Background: an optimization exercise with open tools, aiming at small area and a short achievable clock period. Do not read the settings as production practice.
In this exercise RTL edits were held to simulation tests only and were not proved equivalent to the original.

==> v7: inputs <==
Design conv3x3_unit, start of the top module:
module conv3x3_unit(clk, rst, in_valid, in0, in1, in2, in3, in4, in5, in6, in7, in8, out_valid, result);
==> flow/config.mk <==
export PLATFORM = sky130hd
export DESIGN_NAME = conv3x3_unit
export DESIGN_NICKNAME = conv3x3_unit
export VERILOG_FILES = /design/flow/design.v
export SDC_FILE = /design/flow/constraint.sdc
export NUM_CORES = 8
export LEC_CHECK = 0
export ABC_AREA = 1
export CAP_MARGIN = 20
export CORE_MARGIN = 2
export CORE_UTILIZATION = 50
export CTS_CLUSTER_DIAMETER = 60
export CTS_CLUSTER_SIZE = 30
export PLACE_DENSITY = 0.65
export SLEW_MARGIN = 20
export SYNTH_HIERARCHICAL = 1
==> flow/constraint.sdc <==
create_clock -name core_clock -period 125.0 [get_ports {clk}]
set_input_delay 25.0000 -clock core_clock [delete_from_list [all_inputs] [get_ports {clk}]]
set_output_delay 25.0000 -clock core_clock [all_outputs]
set_load 0.01 [all_outputs]
standard.sh (not shown) runs the stock make flow with config.mk's settings and CLKGATE_MAP_FILE= SYNTH_SCRIPT=/design/flow/synth_recipe.tcl, a recipe that flattens the netlist after the stock synthesis.
==> flow/flow/run.sh <==
#!/bin/bash
set -euo pipefail
PORTS="BUFFER_PORTS_ARGS=-buffer_cell sky130_fd_sc_hd__buf_1"
# CTS as standard (config.mk's cluster settings), without dummy loads
CTS="CTS_ARGS=-sink_clustering_enable -repair_clock_nets -dont_use_dummy_load -sink_clustering_size 30 -sink_clustering_max_diameter 60"
bash standard.sh "$PORTS" "$CTS" SETUP_SLACK_MARGIN=99.8 cts > flow_make_cts.log 2>&1
bash standard.sh "$PORTS" "$CTS" SETUP_SLACK_MARGIN=97 finish > flow_make_finish.log 2>&1
==> inputs of v28, as changes to v7 <==
==> flow/flow/run.sh (replaced) <==
#!/bin/bash
set -euo pipefail
F=$(cd "$(dirname "$0")" && pwd)
PORTS="BUFFER_PORTS_ARGS=-buffer_cell sky130_fd_sc_hd__buf_1"
# CTS as standard (config.mk's cluster settings), without dummy loads
CTS="CTS_ARGS=-sink_clustering_enable -repair_clock_nets -dont_use_dummy_load -sink_clustering_size 30 -sink_clustering_max_diameter 60"
bash standard.sh "$PORTS" "$CTS" synth > flow_make_synth.log 2>&1
R=orfs/results/${FLOW_PLATFORM:-sky130hd}/conv3x3_unit/base
cp $R/1_2_yosys.v $R/1_2_yosys_standard.v
LIB=$FLOW_HOME/platforms/${FLOW_PLATFORM:-sky130hd}/lib/sky130_fd_sc_hd__tt_025C_1v80.lib
bash "$F/reabc.sh" $R/1_2_yosys_standard.v $R/1_2_yosys.v "$LIB" "$(cat "$F/dont_use.txt")" reabc_yosys.log "${FLOW_SDC:-constraint.sdc}" 103.0
rm -f $R/1_synth.odb $R/1_synth.sdc
bash standard.sh "$PORTS" "$CTS" SETUP_SLACK_MARGIN=99.8 cts > flow_make_cts.log 2>&1
bash standard.sh "$PORTS" "$CTS" SETUP_SLACK_MARGIN=97 finish > flow_make_finish.log 2>&1
==> flow/flow/dont_use.txt (new file) <==
sky130_fd_sc_hd__probe_p_8
sky130_fd_sc_hd__probec_p_8
sky130_fd_sc_hd__lpflow_bleeder_1
sky130_fd_sc_hd__lpflow_clkbufkapwr_1
sky130_fd_sc_hd__lpflow_clkbufkapwr_16
sky130_fd_sc_hd__lpflow_clkbufkapwr_2
sky130_fd_sc_hd__lpflow_clkbufkapwr_4
sky130_fd_sc_hd__lpflow_clkbufkapwr_8
sky130_fd_sc_hd__lpflow_clkinvkapwr_1
sky130_fd_sc_hd__lpflow_clkinvkapwr_16
sky130_fd_sc_hd__lpflow_clkinvkapwr_2
sky130_fd_sc_hd__lpflow_clkinvkapwr_4
sky130_fd_sc_hd__lpflow_clkinvkapwr_8
sky130_fd_sc_hd__lpflow_decapkapwr_12
sky130_fd_sc_hd__lpflow_decapkapwr_3
sky130_fd_sc_hd__lpflow_decapkapwr_4
sky130_fd_sc_hd__lpflow_decapkapwr_6
sky130_fd_sc_hd__lpflow_decapkapwr_8
sky130_fd_sc_hd__lpflow_inputiso0n_1
sky130_fd_sc_hd__lpflow_inputiso0p_1
sky130_fd_sc_hd__lpflow_inputiso1n_1
sky130_fd_sc_hd__lpflow_inputiso1p_1
sky130_fd_sc_hd__lpflow_inputisolatch_1
sky130_fd_sc_hd__lpflow_isobufsrc_1
sky130_fd_sc_hd__lpflow_isobufsrc_16
sky130_fd_sc_hd__lpflow_isobufsrc_2
sky130_fd_sc_hd__lpflow_isobufsrc_4
sky130_fd_sc_hd__lpflow_isobufsrc_8
sky130_fd_sc_hd__lpflow_isobufsrckapwr_16
sky130_fd_sc_hd__lpflow_lsbuf_lh_hl_isowell_tap_1
sky130_fd_sc_hd__lpflow_lsbuf_lh_hl_isowell_tap_2
sky130_fd_sc_hd__lpflow_lsbuf_lh_hl_isowell_tap_4
sky130_fd_sc_hd__lpflow_lsbuf_lh_isowell_4
sky130_fd_sc_hd__lpflow_lsbuf_lh_isowell_tap_1
sky130_fd_sc_hd__lpflow_lsbuf_lh_isowell_tap_2
sky130_fd_sc_hd__lpflow_lsbuf_lh_isowell_tap_4
==> flow/flow/keep_sta.tcl (new file) <==
# Lists the cells with an output on a path slower than the threshold (slack below
# KEEP_SLACK at the design's clock), which reabc.sh leaves as synthesis mapped them.
read_lef $::env(KEEP_TECH_LEF)
read_lef $::env(KEEP_SC_LEF)
read_liberty $::env(KEEP_LIB)
read_verilog $::env(KEEP_NETLIST)
link_design conv3x3_unit
read_sdc $::env(KEEP_SDC)
set th $::env(KEEP_SLACK)
set f [open $::env(KEEP_OUT) w]
set n 0
foreach c [get_cells *] {
  set crit 0
  foreach p [get_pins -of_objects $c -filter "direction == output"] {
    set s [get_property $p slack_max]
    if {$s ne "INF" && $s < $th} { set crit 1 }
  }
  if {$crit} { puts $f "conv3x3_unit/[get_full_name $c]"; incr n }
}
close $f
puts "kept $n cells"
==> flow/flow/reabc.script (new file) <==
strash
dch
map -D 23000
strash
dch
amap -m
topo
buffer -c
upsize -D 23000
dnsize -D 23000
stime -c
==> flow/flow/reabc.sh (new file) <==
#!/bin/bash
set -euo pipefail
IN=$1; OUT=$2; LIB=$3; DU=$4; LOG=$5; SDC=$6; KS=$7
D=$(cd "$(dirname "$0")" && pwd)
PL=$(dirname "$(dirname "$LIB")")
KEEP_TECH_LEF=$PL/lef/sky130_fd_sc_hd.tlef KEEP_SC_LEF=$PL/lef/sky130_fd_sc_hd_merged.lef KEEP_LIB=$LIB \
KEEP_NETLIST=$IN KEEP_SDC=$SDC KEEP_SLACK=$KS KEEP_OUT=$OUT.keep \
  openroad -no_init -exit "$D/keep_sta.tcl" > "$LOG.sta" 2>&1
DUARGS=""
for c in $DU; do DUARGS="$DUARGS -dont_use $c"; done
TYPES=$(grep -o '^ *sky130_fd_sc_hd__[a-z0-9_]*' "$IN" | sort -u | grep -v 'dfxtp\|__fa_\|__ha_' || true)
{
  echo "read_liberty -ignore_miss_func $LIB"
  echo "read_verilog $IN"
  echo "hierarchy -top conv3x3_unit"
  echo "select -read $OUT.keep"
  echo "select -set keep %"
  echo "select -clear"
  for t in $TYPES; do echo "chtype -map $t ${t}__keep @keep"; done
  echo "setattr -mod -set keep_hierarchy 1 sky130_fd_sc_hd__fa_1 sky130_fd_sc_hd__ha_1 sky130_fd_sc_hd__dfxtp_1"
  echo "flatten"
  echo "blackbox sky130_fd_sc_hd__fa_1 sky130_fd_sc_hd__ha_1 sky130_fd_sc_hd__dfxtp_1"
  echo "opt_clean"
  echo "abc -liberty $LIB $DUARGS -script $D/reabc.script"
  echo "opt_clean -purge"
  for t in $TYPES; do echo "chtype -map ${t}__keep $t"; done
  echo "stat -liberty $LIB"
  echo "write_verilog -noattr -nohex -nodec -selected $OUT"
} > "$OUT.ys"
yosys -l "$LOG" -q "$OUT.ys" > /dev/null
==> notes <==
Against v28, the global-route usage of v7 is lower by 3.6 points.
Of v28 and v7, v7 has the higher synthesized area (gap 7.1%, measured against v7).
Against v28, the die area of v7 is higher by about 7.5%.
Against v28, the final cell count of v7 is larger by about 14%.

-- what the ideal ports hide --
In the flow no input, the clock included, has a driving cell. The finished layouts below were timed again as built, in two steps.
Step 1, drivers: a clkbuf_16 drives clk and a buf_2 each remaining input, both assumed.
Step 2 also shifts input and output timing later by t, the mid clock arrival at the registers, as if the neighbouring blocks saw the same clock.
Slacks: no drivers / after step 1 / after step 2; pairs: no drivers / after step 1.
| run | t, ns | slack for setup (ns) | worst register clock-pin slew, ns |
|---|---|---|---|
| v7 | 0.798 | 98.820 / 98.728 / 99.280 | 0.10 / 0.10 |
| v28 | 0.791 | 98.845 / 98.754 / 99.261 | 0.10 / 0.10 |
After both steps setup and hold are still met in every run listed.
